From an optimization exercise on the open Yosys and OpenROAD flow, aimed at small area; shortcuts taken in it are not production practice. The RTL was checked by simulation tests, not by an equivalence proof against the original design. The flow treats the clock pin as an ideal source, which a real chip does not have.

== build 95 ==
Design stopwatch, start of the top module:
module stopwatch(
    input clk,
    input reset,
    input btnd,
    input btnr,
    input [7:0] sw,
    output [7:0] seg,
    output [3:0] an
    );
For scale: ~230 cells after synthesis, ~0.0020 sq mm of cells after synthesis.
==> module stopwatch, before the edit <==
module stopwatch(
    input clk,
    input reset,
    input btnd,
    input btnr,
    input [7:0] sw,
    output [7:0] seg,
    output [3:0] an
    );
wire tick, scan, sample, blink;
clock_divider ClockDivider(.clk(clk), .rst(reset), .tick(tick), .scan(scan),
    .sample(sample), .blink(blink));
wire clr;
wire clr_rise_unused;
debouncer RstDebouncer(.clk_sys(clk), .rst(reset), .en(sample), .button(btnd),
    .button_output(clr), .rise(clr_rise_unused));
wire pause_out_unused;
wire pause_rise;
debouncer PauseDebouncer(.clk_sys(clk), .rst(reset), .en(sample), .button(btnr),
    .button_output(pause_out_unused), .rise(pause_rise));
reg paused;
always @(posedge clk) begin
    if (reset)
        paused <= 1'b0;
    else if (pause_rise)
        paused <= ~paused;
end
reg adj;     
always @(posedge clk) begin
    if (scan)
        adj <= sw[0];
end
reg [3:0] s0;    
reg [2:0] s1;    
reg [3:0] m0;    
reg [2:0] m1;    
reg half;        
reg blink_m, blink_s;
reg P;
wire clear = reset | clr;
wire run = tick & ~paused;
always @(posedge clk) begin
    if (clear) begin
        half <= 1'b0;
        blink_m <= 1'b0;
        blink_s <= 1'b0;
    end else if (run) begin
        if (!adj)
            half <= ~half;
        blink_m <= adj & ~sw[1];
        blink_s <= adj & sw[1];
    end
end
always @(posedge clk) begin
    if (reset) begin
        P <= 1'b0;
    end else begin
        if (scan)
            P <= 1'b0;
        else if (run & ~clr)
            P <= 1'b1;
    end
end
wire s0_9 = s0[3] & s0[0];
wire s1_5 = s1[2] & s1[0];
wire m0_9 = m0[3] & m0[0];
wire m1_5 = m1[2] & m1[0];
wire inc_s = P & (adj ? blink_s : ~half);
wire inc_m = P & (adj ? blink_m : (~half & s0_9 & s1_5));
wire [3:0] t_s0 = {inc_s & s0[0] & (s0[3] | (s0[2] & s0[1])), inc_s & s0[0] & s0[1],
                   inc_s & s0[0] & ~s0[3], inc_s};
wire inc_s1 = inc_s & s0_9;
wire [2:0] t_s1 = {inc_s1 & s1[0] & (s1[1] | s1[2]), inc_s1 & s1[0] & ~s1[2], inc_s1};
wire [3:0] t_m0 = {inc_m & m0[0] & (m0[3] | (m0[2] & m0[1])), inc_m & m0[0] & m0[1],
                   inc_m & m0[0] & ~m0[3], inc_m};
wire inc_m1 = inc_m & m0_9;
wire [2:0] t_m1 = {inc_m1 & m1[0] & (m1[1] | m1[2]), inc_m1 & m1[0] & ~m1[2], inc_m1};
always @(posedge clk) begin
    if (reset || (scan && clr)) begin
        s0 <= 4'd0;
        s1 <= 3'd0;
        m0 <= 4'd0;
        m1 <= 3'd0;
    end else if (scan) begin
        s0 <= s0 ^ t_s0;
        s1 <= s1 ^ t_s1;
        m0 <= m0 ^ t_m0;
        m1 <= m1 ^ t_m1;
    end
end
reg [1:0] pos;
reg on;
always @(posedge clk) begin
    if (reset) begin
        pos <= 2'd3;
        on <= 1'b0;
    end else if (scan) begin
        pos <= {pos[1] ^ pos[0], ~pos[0]};
        on <= 1'b1;
    end
end
reg [3:0] dig;
always @(*) begin
    case (pos)
        2'd0: dig = s0;
        2'd1: dig = {1'b0, s1};
        2'd2: dig = m0;
        default: dig = {1'b0, m1};
    endcase
end
assign an[0] = ~(on & (pos == 2'd0)) | (blink_s & blink);
assign an[1] = ~(on & (pos == 2'd1)) | (blink_s & blink);
assign an[2] = ~(on & (pos == 2'd2)) | (blink_m & blink);
assign an[3] = ~(on & (pos == 2'd3)) | (blink_m & blink);
wire [3:0] d = dig;
wire [6:0] segs;
assign segs[0] = ~d[3] & ~d[1] & (d[2] ^ d[0]);
assign segs[1] = d[2] & (d[1] ^ d[0]);
assign segs[2] = ~d[2] & d[1] & ~d[0];
assign segs[3] = (d[2] & ~d[1] & ~d[0]) | (~d[2] & ~d[1] & d[0] & ~d[3]) | (d[2] & d[1] & d[0]);
assign segs[4] = d[0] | (d[2] & ~d[1]);
assign segs[5] = (~d[3] & ~d[2] & d[0]) | (~d[2] & d[1]) | (d[1] & d[0]);
assign segs[6] = (~d[3] & ~d[2] & ~d[1]) | (d[2] & d[1] & d[0]);
assign seg = {1'b1, segs};
endmodule
export LEC_CHECK = 0
export CAP_MARGIN = 20
export CORE_MARGIN = 2
export CORE_UTILIZATION = 40
export GPL_TIMING_DRIVEN = 0
export SLEW_MARGIN = 20
create_clock -name core_clock -period 12.0 [get_ports {clk}]
standard.sh (not shown) runs the stock make flow with config.mk's settings and CLKGATE_MAP_FILE= SYNTH_SCRIPT=/design/flow/synth_recipe.tcl, a recipe that flattens the netlist after the stock synthesis.
==> flow/flow/run.sh <==
#!/bin/bash
# Own layout flow: the standard synthesis, then an area re-mapping of the
# combinational logic (flip-flops untouched: same instances, names and cells),
# then the standard layout with smaller port buffers and a hand-made
# three-buffer clock tree (manual_cts.tcl). Each tool writes its full output to a log_* file here.
set -euo pipefail
W=$(pwd)
F=$W/flow
PLAT=${FLOW_PLATFORM:-sky130hd}
R=$W/orfs/results/$PLAT/stopwatch/base
YOSYS=$FLOW_HOME/../tools/install/yosys/bin/yosys
[ -x "$YOSYS" ] || YOSYS=yosys
LIB=$FLOW_HOME/platforms/$PLAT/lib/sky130_fd_sc_hd__tt_025C_1v80.lib

bash standard.sh synth > $W/log_1_synth.txt 2>&1

cp $R/1_2_yosys.v $W/standard_synth.v
python3 $F/mkmodels.py $W/standard_synth.v $LIB > $W/cell_models.v

# map with ABC under several random seeds, four at a time, and keep the smallest
SEEDS="1 2 3 4 5 6 7 8"
for S in $SEEDS; do
  sed "s/@SEED@/$S/" $F/remap.abc > $W/remap_$S.abc
  REMAP_LIB=$LIB REMAP_MODELS=$W/cell_models.v REMAP_IN=$W/standard_synth.v \
  REMAP_OUT=$W/remapped_$S.v REMAP_STAT=$W/remap_stat_$S.txt REMAP_ABC=$W/remap_$S.abc \
  REMAP_DONT_USE="$(cat $F/dont_use.txt)" \
    $YOSYS -c $F/remap.tcl > $W/log_2_remap_$S.txt 2>&1 &
  if [ $((S % 4)) -eq 0 ]; then wait; fi
done
wait
best=""; bestarea=""
for S in $SEEDS; do
  a=$(grep "Chip area" $W/remap_stat_$S.txt | awk '{print $NF}') || continue
  [ -n "$a" ] || continue
  if [ -z "$best" ] || awk "BEGIN{exit !($a < $bestarea)}"; then best=$S; bestarea=$a; fi
done
echo "remap: chose $best with area $bestarea" > $W/log_2_remap_choice.txt
cp $W/remapped_$best.v $R/1_2_yosys.v
rm -f $R/1_synth.odb $R/1_synth.sdc

bash standard.sh \
  "BUFFER_PORTS_ARGS=-buffer_cell sky130_fd_sc_hd__buf_1" \
  "CTS_ARGS=$(cat $F/cts_args.txt)" \
  "PRE_CTS_TCL=$F/manual_cts.tcl" \
  finish > $W/log_3_layout.txt 2>&1
Other scripts of this flow, unchanged in this note and not shown: flow/flow/cts_args.txt, flow/flow/dont_use.txt, flow/flow/manual_cts.tcl, flow/flow/mkmodels.py, flow/flow/remap.abc, flow/flow/remap.tcl
Input changes introduced in trial 58 (baseline for comparison: build 95):
--- a/flow/design.v
+++ b/flow/design.v
@@ -128,10 +128,11 @@
 wire s0_9 = s0[3] & s0[0];
 wire s1_5 = s1[2] & s1[0];
 wire m0_9 = m0[3] & m0[0];
 wire m1_5 = m1[2] & m1[0];
-wire inc_s = P & (adj ? blink_s : ~half);
-wire inc_m = P & (adj ? blink_m : (~half & s0_9 & s1_5));
+wire step = scan & P;
+wire inc_s = step & (adj ? blink_s : ~half);
+wire inc_m = step & (adj ? blink_m : (~half & s0_9 & s1_5));
 wire [3:0] t_s0 = {inc_s & s0[0] & (s0[3] | (s0[2] & s0[1])), inc_s & s0[0] & s0[1],
                    inc_s & s0[0] & ~s0[3], inc_s};
 wire inc_s1 = inc_s & s0_9;
 wire [2:0] t_s1 = {inc_s1 & s1[0] & (s1[1] | s1[2]), inc_s1 & s1[0] & ~s1[2], inc_s1};
@@ -144,39 +145,32 @@
         s0 <= 4'd0;
         s1 <= 3'd0;
         m0 <= 4'd0;
         m1 <= 3'd0;
-    end else if (scan) begin
+    end else begin
         s0 <= s0 ^ t_s0;
         s1 <= s1 ^ t_s1;
         m0 <= m0 ^ t_m0;
         m1 <= m1 ^ t_m1;
     end
 end
-reg [1:0] pos;
-reg on;
+reg [2:0] ds;
 always @(posedge clk) begin
-    if (reset) begin
-        pos <= 2'd3;
-        on <= 1'b0;
-    end else if (scan) begin
-        pos <= {pos[1] ^ pos[0], ~pos[0]};
-        on <= 1'b1;
-    end
+    if (reset)
+        ds <= 3'b000;
+    else if (scan)
+        ds <= {ds[1] & ds[0], ds[0], ~(ds[2] & ds[0])};
 end
-reg [3:0] dig;
-always @(*) begin
-    case (pos)
-        2'd0: dig = s0;
-        2'd1: dig = {1'b0, s1};
-        2'd2: dig = m0;
-        default: dig = {1'b0, m1};
-    endcase
-end
-assign an[0] = ~(on & (pos == 2'd0)) | (blink_s & blink);
-assign an[1] = ~(on & (pos == 2'd1)) | (blink_s & blink);
-assign an[2] = ~(on & (pos == 2'd2)) | (blink_m & blink);
-assign an[3] = ~(on & (pos == 2'd3)) | (blink_m & blink);
+wire d_s0 = ds[0] & ~ds[1];
+wire d_s1 = ds[1] & ~ds[2];
+wire d_m0 = ds[2] & ds[0];
+wire d_m1 = ds[2] & ~ds[0];
+wire [3:0] dig = ({4{d_s0}} & s0) | ({4{d_s1}} & {1'b0, s1})
+               | ({4{d_m0}} & m0) | ({4{d_m1}} & {1'b0, m1});
+assign an[0] = ~d_s0 | (blink_s & blink);
+assign an[1] = ~d_s1 | (blink_s & blink);
+assign an[2] = ~d_m0 | (blink_m & blink);
+assign an[3] = ~d_m1 | (blink_m & blink);
 wire [3:0] d = dig;
 wire [6:0] segs;
 assign segs[0] = ~d[3] & ~d[1] & (d[2] ^ d[0]);
 assign segs[1] = d[2] & (d[1] ^ d[0]);
==> summary.txt <==
- Measured against each other, build 95 and trial 58 differ in placed standard-cell area, the lower figure coming from trial 58.
- Die extent in x: build 95 vs trial 58, no meaningful difference
- Trial 58 reports a higher final setup slack of the worst path than build 95 does.
- From build 95 to trial 58, cell depth of the worst setup path did not move at all.
- Between build 95 and trial 58, the share of cell area taken by multi-input logic gates figures differ only marginally.
- Build 95 was routed with fewer vias than trial 58.

[separate check: timing with driven ports]
Ports are ideal in the flow. The routed layouts listed here were re-timed in OpenROAD. Step 1 sets driving cells, clkbuf_16 on the clock port and buf_2 on the other inputs (assumed; they add their load-dependent delay and slew). Step 2 times the ports against the registers' clock, not the clock port: input delays grow and output delays shrink by t, the midpoint of the rising clock arrivals with the driver on. a / b / c = no drivers / after step 1 / after step 2; a / b = the first two.
run | t (ns) | setup WS [ns] | worst hold slack (ns) | latest minus earliest clock arrival (ns) | worst slew at a driven data input, ns
build 95 | 0.196 | 7.297 / 7.255 / 7.451 | 0.429 / 0.429 / 0.429 | 0.013 / 0.013 | 0.03
trial 58 | 0.198 | 7.385 / 7.343 / 7.541 | 0.429 / 0.429 / 0.429 | 0.005 / 0.004 | 0.03
After both steps every run listed still meets setup and hold.
